This is an optimization exercise on Yosys and OpenROAD, whose aim is small area, not a production implementation.
The RTL was checked by simulation tests, not by an equivalence proof against the original design.
No activity file was given, so power comes from the tool's default toggle rates.

==> v32: inputs <==
## firepi_top
module firepi_top (
    input  clk_50mhz,
    input  rst,  
    input  uart_rx,  
    output uart_tx,
    input  uart1_rx,  
    output uart1_tx,
    output led_out,  
    output led_solved  
);
clock: 20.0 ns
lec_check: 0
abc_area: 1
cap_margin: 20
core_margin: 2
core_utilization: 40
cts_buf_list: sky130_fd_sc_hd__clkbuf_8
cts_cluster_diameter: 80
cts_cluster_size: 14
slew_margin: 20
run.sh (not shown) runs the stock make flow with config.mk's settings and CLKGATE_MAP_FILE= SYNTH_SCRIPT=/design/flow/synth_recipe.tcl, a recipe that flattens the netlist after the stock synthesis.
==> v28: changes against v32 <==
--- a/flow/design.v
+++ b/flow/design.v
@@ -98,16 +98,18 @@
     output uart_tx,
     input  uart1_rx,  
     output uart1_tx,
     output led_out,  
     output led_solved  
 );
     wire clk = clk_50mhz;
-    reg [4:0] ph;
-    always @(posedge clk) ph <= ph + 5'd1;
+    reg [8:0] pc;        
+    always @(posedge clk) pc <= pc + 9'd1;
+    wire [4:0] ph = pc[4:0];
+    wire [3:0] bk = pc[8:5];
     wire [3:0] ph4 = ph[3:0];
     wire lowh = ~ph[4];
     wire k0   = (ph == 5'd0);
     wire kend = (ph == 5'd31);
     localparam [21:0] DINV = 22'h2AAAAA;
     localparam [15:0] LINV = 16'hAAAA;
     reg [21:0] dbq;      
@@ -161,66 +163,67 @@
     reg processing, green, meas;
     reg [3:0] tbyte, tslot;
     reg [8:0] tq;        
     wire [8:0] tmr = tq ^ 9'h0AA;
     reg txr, nb;
     wire tend = (tmr == 9'h093);
     reg fr;
-    reg [3:0] idx;
+    reg [3:0] idx;       
+    wire [3:0] nidx = idx + 4'd1;
     reg ready;
     reg wpend, wact;
     reg blkp, bact, bcopy, fwd;
     reg [1:0] o;
     reg [2:0] lop;
     reg lact;
     reg [1:0] sub, hi;
-    reg [3:0] j;
     reg carry, prev, mcur, mnext, ep, eq;
     reg [13:0] rr;
     localparam [15:0] C4 = 16'd46344;    
     wire isH  = lop[2] & ~lop[1];
     wire h1   = lop[0];
     wire isM  = lop[2] & lop[1];
     wire isSW = ~lop[2] & lop[1];
-    wire pro  = (hi == 2'd3);            
     wire mv   = isH | isSW;              
     wire st0  = mv & (sub == 2'd0);
     wire st1  = mv & (sub == 2'd1);
     wire [1:0] hp = hi[0] ? (h1 ? 2'd1 : 2'd2) : 2'd0;
     wire [1:0] hq = hi[0] ? 2'd3 : (h1 ? 2'd2 : 2'd1);
-    wire hornH = isH & sub[1];
-    wire mhorn = isM & ~pro & ~sub[0];
-    wire madd  = isM & ~pro & sub[0];
+    wire hornH = isH & (sub == 2'd3);
+    wire mhorn = isM & (sub == 2'd1);
+    wire madd  = isM & (sub == 2'd2);
     wire horn = hornH | mhorn;
-    wire [1:0] ni = pro ? 2'd0 : sub[0] ? hi + 2'd1 : hi;
-    wire [3:0] nj = (pro | sub[0]) ? 4'd15 : j - 4'd1;
+    wire [3:0] j = 4'd0 - bk;
+    wire bfirst = (bk == 4'd1);
+    wire blast = (bk == 4'd0);
     wire [1:0] tring;
-    wire [1:0] xsel = isM ? (madd ? {2{ph[4]}} : hi) : (sub[0] ? hq : hp);
-    wire [1:0] qsel = !lact ? tring : isM ? ni : hq;
+    wire [1:0] xsel = isM ? (madd ? {2{ph[4]}} : hi) :
+                      ((sub == 2'd1) | (sub[1] & hi[1])) ? hq : hp;
+    wire [1:0] qsel = !lact ? tring : isM ? hi : hq;
     wire xr = ap[xsel];
     wire qr = ap[qsel];
-    wire ext = (isH & (sub == 2'd3)) ? eq : ep;
+    wire ext = (isH & hi[1]) ? eq : ep;
     wire xk = lowh ? xr : ext;
     wire mbit = isH ? C4[j] : mcur;
-    wire neg = mhorn & (j == 4'd15);
-    wire first = (j == 4'd15) & horn;
+    wire neg = mhorn & bfirst;
+    wire first = bfirst & horn;
     wire accp = acc[0];
     wire pm = mbit & xk;
     wire [15:0] rpos = {rr[1:0], 2'b00, rr[13:2]};
     wire injb = (ph < 5'd14) ? 1'b0 : (ph >= 5'd28) ? 1'b1 : rpos[ph[3:0]];
     wire fa_a = st0 ? (isH & xr) : (st1 | madd) ? accp :
                 (horn & ~first & ~k0) ? prev : 1'b0;
     wire fa_b = st0 ? qr : st1 ? (isH & ~xr) :
                 madd ? ((hi == 2'd0) ? injb : xr) : (neg ? ~pm : pm);
     wire cin = k0 ? ((st1 & isH) | neg) : carry;
     wire sum = fa_a ^ fa_b ^ cin;
     wire cout = (fa_a & fa_b) | (cin & (fa_a ^ fa_b));
-    wire we_x = lact & (((st0 | st1) & lowh) | (hornH & (j == 4'd0) & ~lowh) | madd);
+    wire we_x = lact & (((st0 | st1) & lowh) | (hornH & blast & ~lowh) | madd);
     wire blkreq = (st == S_AP) | ((st == S_IDLE) & ~ready & rxv0 & (cls == 3'd3));
-    wire [3:0] wk = idx - 4'd1;
+    wire [3:0] wk = idx;
     wire wdat = rxd1[ph4[2:0]];
     integer g;
     always @(*) begin
         for (g = 0; g < 4; g = g + 1) begin
             bin[g] = (wact && lowh && wk[2:1] == g && ph4[3] == ~wk[0]) ? wdat : bp[g];
             if (bact && lowh)
                 ain[g] = bcopy ? bp[g] : ((o == g) && (ph4 == 4'd14));
@@ -275,19 +278,19 @@
             bact <= 1'b0;
             o <= 2'd0;
             lop <= L_NONE;
             lact <= 1'b0;
         end else begin
             if (rxv1) begin
                 if (!fr) begin
-                    if (rxd1 == 8'hAA) begin idx <= 4'd0; fr <= 1'b1; end
+                    if (rxd1 == 8'hAA) begin idx <= 4'd15; fr <= 1'b1; end
                 end else begin
-                    if (idx == 4'd8) gbuf <= rxd1[0];
-                    if (idx == 4'd9) begin ready <= 1'b1; fr <= 1'b0; end
-                    else idx <= idx + 4'd1;
+                    if (nidx == 4'd8) gbuf <= rxd1[0];
+                    if (nidx == 4'd9) begin ready <= 1'b1; fr <= 1'b0; end
+                    idx <= nidx;
                 end
             end
             if (st == S_AP) ready <= 1'b0;
             case (st)
                 S_IDLE: begin
                     processing <= 1'b0;
                     if (ready) begin
@@ -364,66 +367,63 @@
                 default: st <= S_IDLE;
             endcase
             if (kend) begin
                 bact <= blkp & ~(bcopy & fwd & wpend);
                 if (blkp && !blkreq && !(bcopy && fwd && wpend)) blkp <= 1'b0;
                 if (!blkp && lop != L_NONE && !lact && st != S_A1 && st != S_A2) begin
                     lact <= 1'b1;
-                    sub <= 2'd0; hi <= {lop[2] & lop[1], lop[1]}; j <= 4'd15;
+                    sub <= 2'd0; hi <= {1'b0, lop[1] & ~lop[2]};
                 end
             end
             if (lact && kend) begin
                 mcur <= mnext;
                 if (isSW) begin
                     sub <= 2'd1;
                     if (sub[0]) begin lop <= L_NONE; lact <= 1'b0; end
                 end else if (isH) begin
                     case (sub)
                         2'd0: sub <= 2'd1;
                         2'd1: sub <= 2'd2;
-                        2'd2: begin
-                            j <= j - 4'd1;
-                            if (j == 4'd0) sub <= 2'd3;
-                        end
-                        2'd3: begin
-                            j <= j - 4'd1;
-                            if (j == 4'd0) begin
+                        2'd2: if (blast) sub <= 2'd3;
+                        2'd3: if (blast) begin
+                            hi[1] <= ~hi[1];
+                            if (hi[1]) begin
                                 sub <= 2'd0;
-                                hi <= 2'd1;
+                                hi[0] <= 1'b1;
                                 if (hi[0]) begin lop <= L_NONE; lact <= 1'b0; end
                             end
                         end
                     endcase
                 end else if (isM) begin
-                    if (pro) hi <= 2'd0;
-                    else if (!sub[0]) begin
-                        j <= j - 4'd1;
-                        if (j == 4'd0) sub <= 2'd1;
+                    if (sub == 2'd0) begin
+                        if (blast) sub <= 2'd1;
+                    end else if (sub == 2'd1) begin
+                        if (blast) sub <= 2'd2;
                     end else begin
                         sub <= 2'd0;
                         if (!sum || hi == 2'd2) begin
                             o <= sum ? 2'd3 : hi;
                             lop <= L_NONE; lact <= 1'b0;
                             blkp <= 1'b1; bcopy <= 1'b0;
                         end else hi <= hi + 2'd1;
                     end
                 end
             end
         end
     end
     always @(posedge clk) begin
-        if (rxv1 && fr && !idx[3]) wpend <= 1'b1;
+        if (rxv1 && fr && !nidx[3]) wpend <= 1'b1;
         else if (kend) wpend <= 1'b0;
         if (kend) wact <= wpend;
         else if (ph == 5'd15) wact <= 1'b0;
     end
     always @(posedge clk) begin
         carry <= cout;
         prev <= accp;
         if (lact && ph == 5'd15) begin
             if (st0 && isH) ep <= fa_a ^ fa_b ^ cout;
             if (st1 && isH) eq <= fa_a ^ fa_b ^ cout;
             if (isM) ep <= xr;
         end
-        if (lact && isM && lowh && ph4 == nj) mnext <= qr;
+        if (lact && isM && lowh && ph4 == ~bk) mnext <= qr;
     end
 endmodule
- CTS_CLUSTER_DIAMETER: 80 -> 50
- CTS_CLUSTER_SIZE: 14 -> 16
==> comparison <==
v32 went through all stages and came out clean. v28 finished with timing, DRC and antenna clean.
Of v28 and v32, v32 has the higher die area (gap about 1.7%, measured against v32).
Of v32 and v28, v32 has the higher setup slack (gap 35 ps).
Against v28, the worst hold slack of v32 is worse by 2.6 ps.
Utilization: v32 is lower than v28 (0.73 points).
Area after synthesis: v32 is higher than v28 (about 1.8%).
Clock power: v32 is lower than v28 (15%).
Critical path depth is the same in v28 and v32.
In flip-flop and latch count, v32 and v28 do not differ.
Of v28 and v32, v32 has the higher fmax (gap 0.57%, measured against v32).
==> figures <==
| item | v28 | v32 |
|---|---|---|
| Number of nets produced by synthesis | 1164 | 1204 |
| Number of buffers added by the clock tree synthesis step | 29 | 26 |
| FP Rows | 60 | 61 |
| Synth unique cells | 51 | 50 |
| M2 GR Usage | 22.3% | 21.5% |
| Post-synth EDFFs | 48 | 52 |
| Setup slack at placement | 13990 ps | 13890 ps |
| Clock latency on the worst-skew pair | 590 ps | 570 ps |
| Largest clock skew in the final design | 15.6 ps | 23.0 ps |
| Fraction of the mapped netlist area in simple logic gates | 17.6% | 17.4% |
| Run status | finished clean | finished clean |
| Post-DP Area | 11400 um2 | 11600 um2 |
| Die ar. | 28800 um2 | 29300 um2 |
| Max IR drop VDD | 0.0701 mV | 0.0599 mV |
| Timing-limited maximum frequency | 164 MHz | 165 MHz |
| Share of power burned in registers | 58.2% | 61.4% |
| Share of cell area taken by multi-input logic gates | 29.4% | 30.2% |
| Parity-gate share of the synthesized area counting xor and xnor cells | 2.07% | 1.80% |
| Number of cells produced by synthesis | 1128 | 1162 |
| Slew at the pin closest to its max-slew limit | 756 ps | 1050 ps |

==> port drivers added, routing unchanged <==
The results above use ideal ports. As a check the final layouts listed here were re-extracted and re-timed, cells and wires unchanged. Step 1: set_driving_cell puts a clkbuf_16 on clk_50mhz and a buf_2 on each other input, an assumption about the parent block. Step 2 adds t to the input delays and takes it off the output delays; t is the mean of the earliest and latest rising clock arrival at the registers after step 1. Input paths then give back, and output paths get back, about the clock's delay inside the block. a / b / c = ideal / step 1 / step 2; a / b = the first two.
run | t, ns | setup slack, ns | slew at the worst register clock pin (ns)
v32 | 0.597 | 13.924 / 13.882 / 13.893 | 0.10 / 0.10
v28 | 0.630 | 13.889 / 13.843 / 14.015 | 0.10 / 0.10
After both steps every run listed still meets setup and hold. The setup slack of v32, which loses most, moves by -0.042 ns with the drivers and by -0.031 ns with both steps.
